Background: an optimization exercise with open tools, aiming at small area, a short achievable clock period and few clock cycles per item. Do not read the settings as production practice. Function was checked by simulation only, so behaviour that the tests miss may differ from the original.

==> design.v <==
`timescale 1ns/100ps
`default_nettype none
module Milestone_1 (
		input logic clock,
		input logic resetn,
		input logic start,
		output logic done,
		input logic  [15:0] SRAM_read_data,
		output logic [15:0] SRAM_write_data,
		output logic SRAM_we_n,
		output logic [17:0] SRAM_address 
);
typedef enum logic [8:0] {
	S_M1_IDLE,
    S_LI_0,
    S_LI_1,
    S_LI_2,
    S_LI_3,
    S_LI_4,
    S_LI_5,
    S_LI_6,
    S_LI_7,
    S_LI_8,
    S_LI_9,
    S_LI_10,
    S_LI_11,
    S_LI_12,
    S_LI_13,
	S_LI_14,
    S_CC_0,
    S_CC_1,
    S_CC_2,
    S_CC_3,
    S_CC_4,
    S_CC_5,
    S_CC_6,
    S_CC_7,
    S_CC_8,
    S_CC_9,
    S_CC_10,
    S_CC_11,
    S_CC_12,
    S_CC_13,
    S_LO_0,
    S_LO_1,
    S_LO_2,
    S_LO_3,
    S_LO_4,
    S_LO_5,
    S_LO_6,
    S_LO_7,
    S_LO_8,
	S_LO_9
} M1_state_type;
M1_state_type state;
logic [31:0] Re, Ge, Be;
logic [31:0] Ro, Go, Bo;
logic [7:0] Re_clip, Ge_clip, Be_clip;
logic [7:0] Ro_clip, Go_clip, Bo_clip;
logic [31:0] Go_buff, Bo_buff;
logic [31:0] y_odd;
logic [7:0] u_5[1:0];  
logic [7:0] u_3[1:0];  
logic [7:0] u_1[1:0];
logic [7:0] v_5[1:0];
logic [7:0] v_3[1:0];
logic [7:0] v_1[1:0];
logic [17:0] data_counter, write_counter, row_counter;
logic [17:0] y_counter, u_counter, v_counter;
logic [15:0] y_reg;
logic [15:0] u_reg;
logic [15:0] v_reg;
logic [31:0] m1_buff, m3_buff;
logic [31:0] a2_buff, a3_buff;
logic [31:0] m2op1, m2op2, mult2;
logic [63:0] mult2_long;
logic [31:0] m1op1, m1op2, mult1;
logic [63:0] mult1_long;
logic [31:0] m3op1, m3op2, mult3;
logic [63:0] mult3_long;
logic [31:0] add1, add2, add3, add4, add5;
parameter y_address = 18'd0;
parameter u_address = 18'd38400;
parameter v_address = 18'd57600;
parameter rgb_address = 18'd146944;
always_ff @ (posedge clock or negedge resetn) begin
	if (resetn == 1'b0) begin
		state <= S_M1_IDLE;		
		done <= 1'b0;
		SRAM_we_n <= 1'b1;
		SRAM_write_data <= 16'd0;
		SRAM_address <= 18'd0;
		Re <= 32'b0;														
		Ge <= 32'b0;
		Be <= 32'b0;
		Ro <= 32'b0;
		Go <= 32'b0;
		Bo <= 32'b0;
		Go_buff <= 32'b0;
		Bo_buff <= 32'b0;
		y_odd <= 32'b0;
		u_5[0] <= 8'b0;
		u_5[1] <= 8'b0;
		u_3[0] <= 8'b0;
		u_3[1] <= 8'b0;
		u_1[0] <= 8'b0;
		u_1[1] <= 8'b0;
		v_5[0] <= 8'b0;
		v_5[1] <= 8'b0;
		v_3[0] <= 8'b0;
		v_3[1] <= 8'b0;
		v_1[0] <= 8'b0;
		v_1[1] <= 8'b0;
		m1op1 <= 32'b0;
		m1op2 <= 32'b0;
		m2op1 <= 32'b0;
		m2op2 <= 32'b0;
		m3op1 <= 32'b0;
		m3op2 <= 32'b0;
		m1_buff <= 32'b0;
		m3_buff <= 32'b0;
		a2_buff <= 32'b0;
		a3_buff <= 32'b0;
		row_counter <= 18'd0;
		add1 <= 32'b0;
		add2 <= 32'b0;
		add3 <= 32'b0;
		add4 <= 32'b0;
		add5 <= 32'b0;
		data_counter <= 18'b0;
		y_counter <= 18'b0;
		u_counter <= 18'b0;
		v_counter <= 18'b0;
		write_counter <= 18'b0;
		y_reg <= 16'b0;
		u_reg <= 16'b0;
		v_reg <= 16'b0;
	end else begin
		case (state)
			S_M1_IDLE: begin
				done <= 1'd0;
				SRAM_we_n <= 1'b1;
				if (start) begin					
					state <= S_LI_0;		
					SRAM_we_n <= 1'b1;
					SRAM_write_data <= 16'd0;
					SRAM_address <= 18'd0;
					Re <= 32'b0;														
					Ge <= 32'b0;
					Be <= 32'b0;
					Ro <= 32'b0;
					Go <= 32'b0;
					Bo <= 32'b0;
					Go_buff <= 32'b0;
					Bo_buff <= 32'b0;
					y_odd <= 32'b0;
					u_5[0] <= 8'b0;
					u_5[1] <= 8'b0;
					u_3[0] <= 8'b0;
					u_3[1] <= 8'b0;
					u_1[0] <= 8'b0;
					u_1[1] <= 8'b0;
					v_5[0] <= 8'b0;
					v_5[1] <= 8'b0;
					v_3[0] <= 8'b0;
					v_3[1] <= 8'b0;
					v_1[0] <= 8'b0;
					v_1[1] <= 8'b0;
					m1op1 <= 32'b0;
					m1op2 <= 32'b0;
					m2op1 <= 32'b0;
					m2op2 <= 32'b0;
					m3op1 <= 32'b0;
					m3op2 <= 32'b0;
					m1_buff <= 32'b0;
					m3_buff <= 32'b0;
					a2_buff <= 32'b0;
					a3_buff <= 32'b0;
					add1 <= 32'b0;
					add2 <= 32'b0;
					add3 <= 32'b0;
					add4 <= 32'b0;
					add5 <= 32'b0;
					data_counter <= 18'b0;
					y_counter <= 18'b0;
					u_counter <= 18'b0;
					v_counter <= 18'b0;
					row_counter <= 18'd0;
					write_counter <= 18'b0;
					y_reg <= 16'b0;
					u_reg <= 16'b0;
					v_reg <= 16'b0;
				end
			end
			S_LI_0: begin
				SRAM_we_n <= 1'b1;
				SRAM_address <= y_address + data_counter + row_counter;
				y_counter <= y_counter + 18'd1;
				state <= S_LI_1;
			end
			S_LI_1: begin
				SRAM_we_n <= 1'b1;
				SRAM_address <= v_address + data_counter + (row_counter>>1);
				v_counter <= v_counter + 18'd1;
				state <= S_LI_2;
			end
			S_LI_2 : begin
				data_counter <= data_counter + 18'd1;
				SRAM_we_n <= 1'b1;
				SRAM_address <= u_address + data_counter + (row_counter>>1);
				v_counter <= v_counter + 18'd1;
				state <= S_LI_3;
			end	
			S_LI_3 : begin
				SRAM_we_n <= 1'b1;
				y_reg <= SRAM_read_data;
				SRAM_address <= v_address + data_counter + (row_counter>>1);
				u_counter <= u_counter + 18'd1;
				state <= S_LI_4;
			end
			S_LI_4 : begin
				SRAM_we_n <= 1'b1;
				v_reg <= SRAM_read_data;
				SRAM_address <= u_address + data_counter + (row_counter>>1);
				u_counter <= u_counter + 18'd1;
				v_5[1] <= SRAM_read_data[15:8];
				v_3[1] <= SRAM_read_data[15:8];
				v_1[1] <= SRAM_read_data[15:8];
				v_1[0] <= SRAM_read_data[7:0];
				state <= S_LI_5;	
			end
			S_LI_5 : begin
				SRAM_we_n <= 1'b1;
				u_reg <= SRAM_read_data;
				u_5[1] <= SRAM_read_data[15:8];
				u_3[1] <= SRAM_read_data[15:8];
				u_1[1] <= SRAM_read_data[15:8];
				u_1[0] <= SRAM_read_data[7:0];
				state <= S_LI_6;
			end	
			S_LI_6 : begin
				SRAM_we_n <= 1'b1;
				v_5[0] <= SRAM_read_data[7:0];
				v_3[0] <= SRAM_read_data[15:8];	
				state <= S_LI_7;
			end
			S_LI_7 : begin
				SRAM_we_n <= 1'b1;
				u_5[0] <= SRAM_read_data[7:0];
				u_3[0] <= SRAM_read_data[15:8];
				add2 <= y_reg[15:8] - 8'd16;  
				add3 <= y_reg[7:0] - 8'd16;   
				state <= S_LI_8;
			end
			S_LI_8 : begin  
				SRAM_we_n <= 1'b1;
				SRAM_address <= y_address + data_counter + row_counter;
				y_counter <= y_counter + 18'd1;
				m3op1 <= add2;
				m3op2 <= 18'd76284;
				add2 <= u_1[1] - 8'd128;
				add4 <= v_5[1] + v_5[0];
				add5 <= v_3[1] + v_3[0];
				y_odd <= add3;
				state <= S_LI_9;
			end
			S_LI_9: begin
				SRAM_we_n <= 1'b1;
				SRAM_address <= v_address + ((data_counter + row_counter + 3'd3) >>1);
				v_counter <= v_counter + 18'd1;
				m1op1 <= add4;
				m1op2 <= 8'd21;
				m2op1 <= add5;
				m2op2 <= 8'd52;
				m3op1 <= add2;
				m3op2 <= 32'd25624;
				add2 <= v_1[1] - 8'd128;
				add4 <= v_1[1] + v_1[0];
				add5 <= u_5[1] + u_5[0];
				a3_buff <= {24'd0,add2};
				m1_buff <= mult3;
				state <= S_LI_10;
			end
			S_LI_10: begin
				SRAM_we_n <= 1'b1;
				SRAM_address <= u_address + ((data_counter + row_counter + 3'd3) >>1);
				u_counter <= u_counter + 18'd1;
				m1op1 <= add4;
				m1op2 <= 18'd159;
				m2op1 <= add5;
				m2op2 <= 18'd21;
				m3op1 <= add2;
				m3op2 <= 18'd104595;
				add1 <= m1_buff - mult3;
				add2 <= mult1 - mult2;
				add4 <= u_3[1] + u_3[0];
				add5 <= u_1[1] + u_1[0];
				a2_buff <= add2;
				m3_buff <= mult3;
				state <= S_LI_11;
			end
			S_LI_11: begin
				y_reg <= SRAM_read_data;
				SRAM_we_n <= 1'b1;
				m1op1 <= add4;
				m1op2 <= 18'd52;
				m2op1 <= add5;
				m2op2 <= 18'd159;
				m3op1 <= a2_buff;
				m3op2 <= 18'd53281;
				add1 <= m1_buff - m3_buff;
				add2 <= mult2 + 18'd128;
				add4 <= $signed(add2 + mult1 + 18'd128) >> 8;
				m3_buff <= mult3;
				state <= S_LI_12;
			end
			S_LI_12: begin
				SRAM_we_n <= 1'b1;	
				v_reg <= SRAM_read_data;
				m3op1 <= a3_buff;
				m3op2 <= 18'd132251;
				add1 <= add4 - 18'd128;
				add2 <= $signed(m1_buff + m3_buff);
				add3 <= $signed(add1 - mult3);
				add4 <= $signed(add2 - mult1 + mult2) >> 8;
				state <= S_LI_13;
			end
			S_LI_13: begin
				SRAM_we_n <= 1'b1;
				u_reg <= SRAM_read_data;
				m1op1 <= y_odd;
				m1op2 <= 18'd76284;
				m2op1 <= add1;
				m2op2 <= 18'd104595;
				m3op1 <= add1;
				m3op2 <= 18'd53281;
				add1 <= add4 - 18'd128;
				add5 <= $signed(m1_buff + mult3);	
				Re <= add2;
				Ge <= add3;
				state <= S_LI_14;
			end
			S_LI_14: begin
				SRAM_we_n <= 1'b0;
				SRAM_address <= rgb_address + write_counter;
				write_counter <= write_counter + 1'd1;
				SRAM_write_data <= {Re_clip, Ge_clip};
				m1op1 <= add1;
				m1op2 <= 18'd25624;
				m2op1 <= add1;
				m2op2 <= 18'd132251;
				add1 <= $signed(mult1 + mult2);
				add2 <= y_reg[15:8] - 16'd16;  
				add3 <= y_reg[7:0] - 16'd16;   
				m1_buff <= mult1;
				m3_buff <= mult3;
				v_5[0] <= v_reg[15:8];
				v_5[1] <= v_3[1];
				v_3[1] <= v_1[1];
				v_1[1] <= v_1[0];
				v_1[0] <= v_3[0];
				v_3[0] <= v_5[0];
				u_5[0] <= u_reg[15:8];					
				u_5[1] <= u_3[1];
				u_3[1] <= u_1[1];
				u_1[1] <= u_1[0];
				u_1[0] <= u_3[0];
				u_3[0] <= u_5[0];	
				data_counter <= data_counter + 1'd1;
				state <= S_CC_0;
			end
			S_CC_0: begin
				SRAM_we_n <= 1'b1;
				SRAM_address <= y_address + data_counter + row_counter;
				y_counter <= y_counter + 18'd1;
				m3op1 <= add2;
				m3op2 <= 18'd76284;
				add1 <= $signed(m1_buff - mult1 - m3_buff) ;
				add2 <= u_1[1] - 18'd128;
				add3 <= $signed(m1_buff + mult2);
				add4 <= v_5[1] + v_5[0];
				add5 <= v_3[1] + v_3[0];
				y_odd <= add3;
				Ro <= add1;
				Be <= add5;
				state <= S_CC_1;
			end
			S_CC_1: begin
				SRAM_we_n <= 1'b1;
				m1op1 <= add4;
				m1op2 <= 8'd21;
				m2op1 <= add5;
				m2op2 <= 8'd52;
				m3op1 <= add2;
				m3op2 <= 32'd25624;
				add2 <= v_1[1] - 8'd128;
				add4 <= v_1[1] + v_1[0];
				add5 <= u_5[1] + u_5[0];
				a3_buff <= {24'd0,add2};
				Go_buff <= add1;
				Bo_buff <= add3;
				m1_buff <= mult3;
				state <= S_CC_2;
			end
			S_CC_2: begin
				SRAM_we_n <= 1'b1;
				m1op1 <= add4;
				m1op2 <= 18'd159;
				m2op1 <= add5;
				m2op2 <= 18'd21;
				m3op1 <= add2;
				m3op2 <= 18'd104595;
				add1 <= m1_buff - mult3;
				add2 <= mult1 - mult2;
				add4 <= u_3[1] + u_3[0];
				add5 <= u_1[1] + u_1	[0];
				a2_buff <= {24'd0,add2};
				m3_buff <= mult3;
				state <= S_CC_3;
			end
			S_CC_3: begin
				SRAM_we_n <= 1'b0;
				y_reg <= SRAM_read_data;
				SRAM_address <= rgb_address + write_counter;
				write_counter <= write_counter + 1'd1;
				SRAM_write_data <= {Be_clip, Ro_clip};
				Go <= Go_buff;
				Bo <= Bo_buff;			
				m1op1 <= add4;
				m1op2 <= 18'd52;
				m2op1 <= add5;
				m2op2 <= 18'd159;
				m3op1 <= a2_buff;
				m3op2 <= 18'd53281;
				add1 <= m1_buff - m3_buff;
				add2 <= mult2 + 18'd128;
				add4 <= $signed(add2 + mult1 + 18'd128) >> 8;
				m3_buff <= mult3;
				state <= S_CC_4;
			end
			S_CC_4: begin
				SRAM_we_n <= 1'b0;
				SRAM_address <= rgb_address + write_counter;
				write_counter <= write_counter + 1'd1;
				SRAM_write_data <= {Go_clip, Bo_clip};
				m3op1 <= a3_buff;
				m3op2 <= 18'd132251;
				add1 <= add4 - 18'd128;
				add2 <= $signed(m1_buff + m3_buff);
				add3 <= $signed(add1 - mult3);
				add4 <= $signed(add2 - mult1 + mult2) >> 8;
				state <= S_CC_5;
			end
			S_CC_5: begin
				SRAM_we_n <= 1'b1;
				m1op1 <= y_odd;
				m1op2 <= 18'd76284;
				m2op1 <= add1;
				m2op2 <= 18'd104595;
				m3op1 <= add1;
				m3op2 <= 18'd53281;
				add1 <= add4 - 18'd128;
				add5 <= $signed(m1_buff + mult3) ;	
				Re <= add2;
				Ge <= add3;
				state <= S_CC_6;
			end
			S_CC_6: begin
				SRAM_we_n <= 1'b0;
				SRAM_address <= rgb_address + write_counter;
				write_counter <= write_counter + 1'd1;
				SRAM_write_data <= {Re_clip, Ge_clip};
				m1op1 <= add1;
				m1op2 <= 18'd25624;
				m2op1 <= add1;
				m2op2 <= 18'd132251;
				add1 <= $signed(mult1 + mult2);
				add2 <= y_reg[15:8] - 16'd16;  
				add3 <= y_reg[7:0] - 16'd16;   
				m1_buff <= mult1;
				m3_buff <= mult3;
				if (data_counter< 9'd157) begin
					v_5[0] <= v_reg[7:0];
					u_5[0] <= u_reg[7:0];
				end
				v_5[1] <= v_3[1];
				v_3[1] <= v_1[1];
				v_1[1] <= v_1[0];
				v_1[0] <= v_3[0];
				v_3[0] <= v_5[0];
				u_5[1] <= u_3[1];
				u_3[1] <= u_1[1];
				u_1[1] <= u_1[0];
				u_1[0] <= u_3[0];
				u_3[0] <= u_5[0];	
				data_counter <= data_counter + 1'd1;
				state <= S_CC_7;				
			end
			S_CC_7: begin  
				SRAM_we_n <= 1'b1;
				SRAM_address <= y_address + y_counter;
				y_counter <= y_counter + 18'd1;
				m3op1 <= add2;
				m3op2 <= 18'd76284;
				add1 <= $signed(m1_buff - mult1 - m3_buff);
				add2 <= u_1[1] - 8'd128;
				add3 <= $signed(m1_buff + mult2);
				add4 <= v_5[1] + v_5[0];
				add5 <= v_3[1] + v_3[0];
				y_odd <= add3;
				Ro <= add1;
				Be <= add5;
				state <= S_CC_8;
			end
			S_CC_8: begin
				SRAM_we_n <= 1'b1;
				v_counter <= v_counter + 18'd1;
				SRAM_address <= v_address + ((data_counter + row_counter + 3'd3) >>1);
				m1op1 <= add4;
				m1op2 <= 8'd21;
				m2op1 <= add5;
				m2op2 <= 8'd52;
				m3op1 <= add2;
				m3op2 <= 32'd25624;
				add2 <= v_1[1] - 8'd128;
				add4 <= v_1[1] + v_1[0];
				add5 <= u_5[1] + u_5[0];
				a3_buff <= {24'd0,add2};
				Go_buff <= add1;
				Bo_buff <= add3;
				m1_buff <= mult3;
				state <= S_CC_9;
			end
			S_CC_9: begin
				SRAM_we_n <= 1'b1;
				SRAM_address <= u_address + ((data_counter + row_counter + 3'd3) >>1);
				u_counter <= u_counter + 18'd1;
				m1op1 <= add4;
				m1op2 <= 18'd159;
				m2op1 <= add5;
				m2op2 <= 18'd21;
				m3op1 <= add2;
				m3op2 <= 18'd104595;
				add1 <= m1_buff - mult3;
				add2 <= mult1 - mult2;
				add4 <= u_3[1] + u_3[0];
				add5 <= u_1[1] + u_1[0];
				a2_buff <= {24'd0,add2};
				m3_buff <= mult3;
				state <= S_CC_10;
			end
			S_CC_10: begin
				y_reg <= SRAM_read_data;
				SRAM_we_n <= 1'b0;
				SRAM_address <= rgb_address + write_counter;
				write_counter <= write_counter + 18'd1;
				SRAM_write_data <= {Be_clip, Ro_clip};
				Go <= Go_buff;
				Bo <= Bo_buff;			
				m1op1 <= add4;
				m1op2 <= 18'd52;
				m2op1 <= add5;
				m2op2 <= 18'd159;
				m3op1 <= a2_buff;
				m3op2 <= 18'd53281;
				add1 <= m1_buff - m3_buff;
				add2 <= mult2 + 18'd128;
				add4 <= $signed(add2 + mult1 + 18'd128) >> 8;
				m3_buff <= mult3;
				state <= S_CC_11;
			end
			S_CC_11: begin
				SRAM_we_n <= 1'b0;
				SRAM_address <= rgb_address + write_counter;
				write_counter <= write_counter + 18'd1;
				SRAM_write_data <= {Go_clip, Bo_clip};
				if (data_counter< 9'd157) begin
					v_reg <= SRAM_read_data;
				end
				m3op1 <= a3_buff;
				m3op2 <= 18'd132251;
				add1 <= add4 - 18'd128;
				add2 <= $signed(m1_buff + m3_buff);
				add3 <= $signed(add1 - mult3) ;
				add4 <= $signed(add2 - mult1 + mult2) >> 8;
				state <= S_CC_12;
			end
			S_CC_12: begin
				SRAM_we_n <= 1'b1;
				if (data_counter< 9'd157) begin
					u_reg <= SRAM_read_data;
				end
				m1op1 <= y_odd;
				m1op2 <= 18'd76284;
				m2op1 <= add1;
				m2op2 <= 18'd104595;
				m3op1 <= add1;
				m3op2 <= 18'd53281;
				add1 <= add4 - 18'd128;
				add5 <= $signed(m1_buff + mult3);	
				Re <= add2;
				Ge <= add3;
				state <= S_CC_13;
			end
			S_CC_13: begin
				SRAM_we_n <= 1'b0;
				SRAM_address <= rgb_address + write_counter;
				write_counter <= write_counter + 1'd1;
				SRAM_write_data <= {Re_clip, Ge_clip};
				m1op1 <= add1;
				m1op2 <= 18'd25624;
				m2op1 <= add1;
				m2op2 <= 18'd132251;
				add1 <= $signed(mult1 + mult2);
				add2 <= y_reg[15:8] - 16'd16;  
				add3 <= y_reg[7:0] - 16'd16;   
				m1_buff <= mult1;
				m3_buff <= mult3;
				if (data_counter< 9'd157) begin
					v_5[0] <= v_reg[15:8];
					u_5[0] <= u_reg[15:8];	
				end
				v_5[1] <= v_3[1];
				v_3[1] <= v_1[1];
				v_1[1] <= v_1[0];
				v_1[0] <= v_3[0];
				v_3[0] <= v_5[0];
				u_5[1] <= u_3[1];
				u_3[1] <= u_1[1];
				u_1[1] <= u_1[0];
				u_1[0] <= u_3[0];
				u_3[0] <= u_5[0];	
				data_counter <= data_counter + 1'd1;
				if(data_counter > 18'd158) begin
					state <= S_LO_0;
				end else begin
					state <= S_CC_0;
				end	
			end
			S_LO_0: begin
				SRAM_we_n <= 1'b1;
				m3op1 <= add2;
				m3op2 <= 18'd76284;		
				add1 <= $signed(m1_buff - mult1 - m3_buff);
				add2 <= u_1[1] - 8'd128;
				add3 <= $signed(m1_buff + mult2);
				add4 <= v_5[1] + v_5[0];
				add5 <= v_3[1] + v_3[0];
				y_odd <= add3;
				Ro <= add1;
				Be <= add5;
				state <= S_LO_1;
			end
			S_LO_1: begin
    			SRAM_we_n <= 1'b1;
				m1op1 <= add4;
				m1op2 <= 8'd21;
				m2op1 <= add5;
				m2op2 <= 8'd52;
				m3op1 <= add2;
				m3op2 <= 32'd25624;
				add2 <= v_1[1] - 8'd128;
				add4 <= v_1[1] + v_1[0];
				add5 <= u_5[1] + u_5[0];
				a3_buff <= {24'd0,add2};
				Go_buff <= add1;
				Bo_buff <= add3;
				m1_buff <= mult3;
				state <= S_LO_2;
			end
			S_LO_2: begin
				SRAM_we_n <= 1'b1;
				m1op1 <= add4;
				m1op2 <= 18'd159;
				m2op1 <= add5;
				m2op2 <= 18'd21;
				m3op1 <= add2;
				m3op2 <= 18'd104595;
				add1 <= m1_buff - mult3;
				add2 <= mult1 - mult2;
				add4 <= u_3[1] + u_3[0];
				add5 <= u_1[1] + u_1[0];
				a2_buff <= {24'd0,add2};
				m3_buff <= mult3;
				state <= S_LO_3;
			end
			S_LO_3: begin
				SRAM_we_n <= 1'b0;
    			SRAM_address <= rgb_address + write_counter;
				write_counter <= write_counter + 1'd1;
				SRAM_write_data <= {{Be_clip}, {Ro_clip}};
				Go <= Go_buff;
				Bo <= Bo_buff;			
				m1op1 <= add4;
				m1op2 <= 18'd52;
				m2op1 <= add5;
				m2op2 <= 18'd159;
				m3op1 <= a2_buff;
				m3op2 <= 18'd53281;
				add1 <= m1_buff - m3_buff;
				add2 <= mult2 + 18'd128;
				add4 <= $signed(add2 + mult1 + 18'd128) >> 8;
				m3_buff <= mult3;
				state <= S_LO_4;
			end
			S_LO_4: begin
				SRAM_we_n <= 1'b0;
    			SRAM_address <= rgb_address + write_counter;
				write_counter <= write_counter + 1'd1;
				SRAM_write_data <= {{Go_clip}, {Bo_clip}};
				m3op1 <= a3_buff;
				m3op2 <= 18'd132251;
				add1 <= add4 - 18'd128;
				add2 <= $signed(m1_buff + m3_buff) ;
				add3 <= $signed(add1 - mult3) ;
				add4 <= $signed(add2 - mult1 + mult2) >> 8;
				state <= S_LO_5;
			end
			S_LO_5: begin
				SRAM_we_n <= 1'b1;
				m1op1 <= y_odd;
				m1op2 <= 18'd76284;
				m2op1 <= add1;
				m2op2 <= 18'd104595;
				m3op1 <= add1;
				m3op2 <= 18'd53281;
				add1 <= add4 - 18'd128;
				add5 <= $signed(m1_buff + mult3) ;	
				Re <= add2;
				Ge <= add3;
				state <= S_LO_6;
			end
			S_LO_6: begin
				SRAM_we_n <= 1'b0;
				SRAM_address <= rgb_address + write_counter;
				write_counter <= write_counter + 1;
				SRAM_write_data <= {{Re_clip}, {Ge_clip}};
				m1op1 <= add1;
				m1op2 <= 18'd25624;
				m2op1 <= add1;
				m2op2 <= 18'd132251;
				add1 <= (mult1 + mult2);
				m1_buff <= mult1;
				m3_buff <= mult3;
				state <= S_LO_7;
			end
			S_LO_7: begin
				SRAM_we_n <= 1'b1;
				add1 <= $signed(m1_buff - mult1 - m3_buff);
				add3 <= $signed(m1_buff + mult2);
				Ro <= add1;
				Be <= add5;
				state <= S_LO_8;
			end
			S_LO_8: begin
				SRAM_we_n <= 1'b0;
				SRAM_address <= rgb_address + write_counter;
				write_counter <= write_counter + 1;
				SRAM_write_data <= {{Be_clip}, {Ro_clip}};
				Go <= add1;
				Bo <= add3;
				state <= S_LO_9;
			end
			S_LO_9: begin
				SRAM_we_n <= 1'b0;
				SRAM_address <= rgb_address + write_counter;
				write_counter <= write_counter + 1;
				SRAM_write_data <= {{Go_clip}, {Bo_clip}};
				data_counter <= 18'd0;
				if(row_counter + data_counter == 18'd38400) begin
					done <= 1'b1;
					state <= S_M1_IDLE;
				end else begin
					data_counter <= 18'd0;
					row_counter <= row_counter + 18'd160;
					state <= S_LI_0;
				end
			end
			default: state <= S_M1_IDLE;			
		endcase
	end
end
always_comb begin
	if (Re[31] == 1'b1) Re_clip = 8'd0;
	else if (|Re[30:24] ==1'b1) Re_clip = 8'd255;
	else Re_clip = Re[23:16];
end
always_comb begin
	if (Ge[31] == 1'b1) Ge_clip = 8'd0;
	else if (|Ge[30:24] ==1'b1) Ge_clip = 8'd255;
	else Ge_clip = Ge[23:16];
end
always_comb begin
	if (Be[31] == 1'b1) Be_clip = 8'd0;
	else if (|Be[30:24] ==1'b1) Be_clip = 8'd255;
	else Be_clip = Be[23:16];
end
always_comb begin
	if (Ro[31] == 1'b1) Ro_clip = 8'd0;
	else if (|Ro[30:24] ==1'b1) Ro_clip = 8'd255;
	else Ro_clip = Ro[23:16];
end
always_comb begin
	if (Go[31] == 1'b1) Go_clip = 8'd0;
	else if (|Go[30:24] ==1'b1) Go_clip = 8'd255;
	else Go_clip = Go[23:16];
end
always_comb begin
	if (Bo[31] == 1'b1) Bo_clip = 8'd0;
	else if (|Bo[30:24] ==1'b1) Bo_clip = 8'd255;
	else Bo_clip = Bo[23:16];
end
assign mult1_long = m1op1 * m1op2;
assign mult2_long = m2op1 * m2op2;
assign mult3_long = m3op1 * m3op2;
assign mult1 = mult1_long[31:0];
assign mult2 = mult2_long[31:0];
assign mult3 = mult3_long[31:0];
endmodule
==> run.sh <==
#!/bin/bash
# synth_recipe.tcl (not shown) runs the flow's synth.tcl, then flattens the netlist and writes it again
# the make line also repeats each setting of config.mk as NAME=value (left out here)
make -C /OpenROAD-flow-scripts/flow DESIGN_CONFIG=/design/flow/config.mk WORK_HOME=/design/flow/orfs CLKGATE_MAP_FILE= SYNTH_SCRIPT=/design/flow/synth_recipe.tcl finish
==> config.mk <==
export PLATFORM = sky130hd
export DESIGN_NAME = Milestone_1
export DESIGN_NICKNAME = Milestone_1
export VERILOG_FILES = /design/flow/design.v
export SDC_FILE = /design/flow/constraint.sdc
export NUM_CORES = 4
export LEC_CHECK = 0
export CAP_MARGIN = 20
export CORE_MARGIN = 2
export CORE_UTILIZATION = 30
export SLEW_MARGIN = 20
==> constraint.sdc <==
create_clock -name core_clock -period 11.0 [get_ports {clock}]
set_input_delay 2.2000 -clock core_clock [delete_from_list [all_inputs] [get_ports {clock}]]
set_output_delay 2.2000 -clock core_clock [all_outputs]
set_load 0.01 [all_outputs]
==> notes.md <==
## area by class of cell
class | instances | area, sq um
fillers | 31400 | 202000
multi-input cells | 7532 | 64200
flip-flops and latches | 817 | 20500
inverters | 1426 | 5350
well taps | 3978 | 4980
clock buffers | 134 | 2810
repair buffers | 290 | 2400
clock inverters | 43 | 634
diodes | 5 | 12.5
## timing repair
item	in CTS	in global routing
endpoints found under the hold margin	0	0
gates resized for setup	0	5
hold buffers	0	0
endpoints found under the setup margin	0	2
## layer usage
| metal | up-vias | routed length, um |
|---|---|---|
| met1 | 37900 | 142000 |
| li1 | 34600 | - |
| met5 | - | 154 |
| met3 | 624 | 29800 |
| met4 | 24 | 16000 |
| met2 | 3132 | 142000 |
## cell usage in the layout (no fill, tap or decap), drive strengths merged, types with 28 or more instances in the layout
| cell | count |
|---|---|
| a21o | 153 |
| nand2 | 1124 |
| fa | 862 |
| a221oi | 60 |
| o21a | 82 |
| nor2b | 59 |
| a21oi | 413 |
| nand2b | 69 |
| nand4 | 53 |
| a22oi | 37 |
| nor3 | 104 |
| xnor2 | 375 |
| and2 | 507 |
| buf | 237 |
| clkbuf | 134 |
| inv | 1430 |
| xor2 | 227 |
| a211oi | 47 |
| or3 | 37 |
| mux2i | 38 |
| and3 | 50 |
| nand3 | 332 |
| a221o | 82 |
| o31ai | 42 |
| dfrtp | 816 |
| o21bai | 66 |
| nor4 | 36 |
| o211ai | 49 |
| a222oi | 218 |
| a31oi | 43 |
| o22ai | 52 |
| nor2 | 422 |
| or2 | 28 |
| o221ai | 41 |
| o21ai | 604 |
| ha | 968 |
| clkdlybuf4s50 | 53 |
## cell usage after synthesis (38+ instances only)
| cell type | n |
|---|---|
| a211oi_1 | 43 |
| a21o_1 | 153 |
| a21oi_1 | 413 |
| a221o_1 | 82 |
| a221oi_1 | 58 |
| a222oi_1 | 218 |
| a31oi_1 | 43 |
| and2_1 | 507 |
| and3_1 | 50 |
| buf_1 | 59 |
| clkbuf_1 | 389 |
| dfrtp_1 | 816 |
| fa_1 | 862 |
| ha_1 | 968 |
| inv_1 | 1426 |
| mux2i_1 | 38 |
| nand2_1 | 1124 |
| nand2b_1 | 69 |
| nand3_1 | 330 |
| nand4_1 | 52 |
| nor2_1 | 422 |
| nor2b_1 | 59 |
| nor3_1 | 102 |
| o211ai_1 | 49 |
| o21a_1 | 82 |
| o21ai_0 | 585 |
| o21bai_1 | 66 |
| o221ai_1 | 41 |
| o22ai_1 | 52 |
| o31ai_1 | 42 |
| xnor2_1 | 372 |
| xor2_1 | 226 |
## per-stage QoR
stage                     instances  hold WS, ps   util  area (sq um)
after floorplan               10200          439      -         91400
after global placement        14000          461  0.321         97400
after detailed placement      14000          462  0.321         97400
after CTS                     14200          476  0.333        101000
after global routing          14200          504  0.333        101000
final                         14200          475  0.333        101000
## worst min path at each step
stage / slack, ps / cells after the start / to
2_1_floorplan: 440 / 2 / add3[2]
3_3_place_gp: 460 / 2 / u_reg[3]
3_5_place_dp: 460 / 2 / add3[2]
4_1_cts: 480 / 2 / add3[2]
5_1_grt: 500 / 2 / add3[2]
6_report: 470 / 2 / SRAM_write_data[13]
## cell families (layout without fill, tap and decap cells)
kind of cell	Yosys count	count (layout)
other cells	1	7
xor+xnor	604	604
buf+inv	1893	1893
mux	39	39
simple gates	2887	2887
flops	817	817
compound gates	2170	2170
fa+ha+maj	1830	1830
## worst register-to-register path, delay by kind of cell (launching register included)
| family | cells | cell delay [ps] |
|---|---|---|
| AO/OA/AOI/OAI | 11 | 3070 |
| buffers and inverters | 7 | 960 |
| adder cells (fa/ha/maj) | 10 | 3960 |
| AND/OR/NAND/NOR | 2 | 740 |
| flip-flops | 1 | 640 |
| XOR/XNOR | 2 | 900 |
==> impl_metrics.py <==
metrics = {
    "yosys": {
        "ys_types": 103,
        "synth-xor-area-share": 0.0585,
        "async_flop_share": 1.00,
        "ys_ff_latch": 817,
        "ys.flop_type": "dfrtp_1",
        "ys_warn_count": 7,
        "yosys.area_share.adder": 0.321,
        "yosys-mux-area-fraction": 0.00428,
        "avgSynthCellArea_sq_um": 8.93,
        "synth_compound_area_frac": 0.162,
        "synth_top_family_by_area": "adder cells",
        "syn_inst": 10200,
        "synth_top_cell_area_share": 0.223,
        "yosys.area.top_type": "dfrtp_1",
        "mappedNetlistArea_sq_um": 91400,
        "ys_top_cells_by_area": "dfrtp_1 22%, fa_1 19%, ha_1 13%",
        "synth-edff-count": 0,
        "yosys.area_share.simple": 0.152,
        "ys_seq_area_frac": 0.224,
    },
    "cts": {
        "clkSinkCount": 817,
        "worstSkewPairLatency_ps": 760,
        "numCtsBuffers": 97,
        "path_clk_slew_ps": 70,
        "htreeDepth": 3,
        "clockRootBuffer": "clkbuf_16",
        "cts_tree": "built",
        "post_cts_buffers": 0,
        "clock_path_buffers": 3,
    },
    "route": {
        "via_per_inst": 5.36,
        "postRouteAntennaNets": 0,
        "dr.pass1.iters": 10,
        "first_iter_violations": 9028,
        "drc": 0,
        "routed_wl_um": 330000,
        "post_drt_wl_per_cell_um": 23.2,
        "vias": 76200,
    },
    "worst_setup_path": {
        "cp_max_fo": 44,
        "crit_top_cell": "fa_1",
        "worstSetupPathType": "reg2reg",
        "worstSetupEndpointType": "register",
        "required_ps": 11550,
        "crit_buf_inv": 7,
        "slowest_delay_ps": 750,
        "r2r-end": "add1[31]",
        "arrival_ps": 10980,
        "critPathLaunch": "m1op2[4]",
        "r2r_slack_ps": 580,
        "endpoint": "add1[31]",
        "crit_family": "adder cells",
        "r2r_cells": 32,
        "start_kind": "register",
        "crit-reg2reg-launch": "m1op2[4]",
        "worst-path-stages": 32,
        "crit_slowest_cell": "xnor2_1",
    },
    "layout": {
        "drive_above_1_share": 0.0512,
        "area_growth_pct": 10.3,
        "fin_nets": 12000,
    },
    "die": {
        "initial_core_util": 0.302,
        "core-area_sq_um": 303000,
        "num_rows": 202,
        "die_height_um": 556,
        "io_pins": 55,
        "die_area_sq_um": 309000,
        "die_w_um": 556,
    },
    "timing": {
        "slew_violations": 0,
        "max-slew-margin-rel": 0.232,
        "period_share": 0.948,
        "final-setup-viol-count": 0,
        "setup_ws_ps": 576,
        "fin_tns_setup_ps": 0,
        "finalHoldViolations": 0,
        "fin_crit_ps": 10420,
        "fmax_mhz": 95.9,
        "tightest_slew_ps": 1150,
        "rsz0062_at_grt": "false",
        "skew_ps": 57.2,
    },
    "hold_path": {
        "hp-start": "SRAM_write_data[13]",
        "min_path_type": "reg2reg",
    },
    "grt": {
        "grt_pass1_vias": 75600,
        "met2_usage": 0.322,
        "met1_usage": 0.291,
        "gr-usage-met3": 0.0424,
        "track_usage": 0.211,
        "antenna_found_initial": 20,
        "grt_pass1_wl_um": 496000,
        "grt_overflow": 0,
        "grt_max_degree": 170,
        "top_usage_layer": "met2",
    },
    "placement": {
        "gp_routability_congestion": 1.02,
        "pre_cts_ws_ps": 517,
        "hpwl_um": 260000,
        "numPortBuffers": 54,
    },
    "outcome": {
        "outcome": "no timing/DRC/antenna violations",
    },
    "run": {
        "maxCapViolations": 0,
    },
}
Testbench counts, summed over its fixed seeds: cycles 2,171,528, images 8.

-- what the ideal ports hide --
In the flow no input, the clock included, has a driving cell. The finished layout below was timed again as built, in two steps.
Step 1, drivers: a clkbuf_16 drives clock and a buf_2 each remaining input, both assumed.
Step 2 moves the port delays by t, midway between the first and last clock arrival at a register: inputs arrive t later, outputs are due t later. That takes back most of the time a late clock gives input paths.
Three values: no drivers, after step 1, after step 2; two values: the first two.
t, ns: 0.824
slack for setup (ns): 0.576 / 0.576 / 0.576
worst setup path after step 2: register to register
worst register clock-pin slew, ns: 0.07 / 0.07
After both steps setup and hold are still met in this run. For this run, drivers alone change the setup slack by 0.000 ns; drivers and shift together by 0.000 ns.
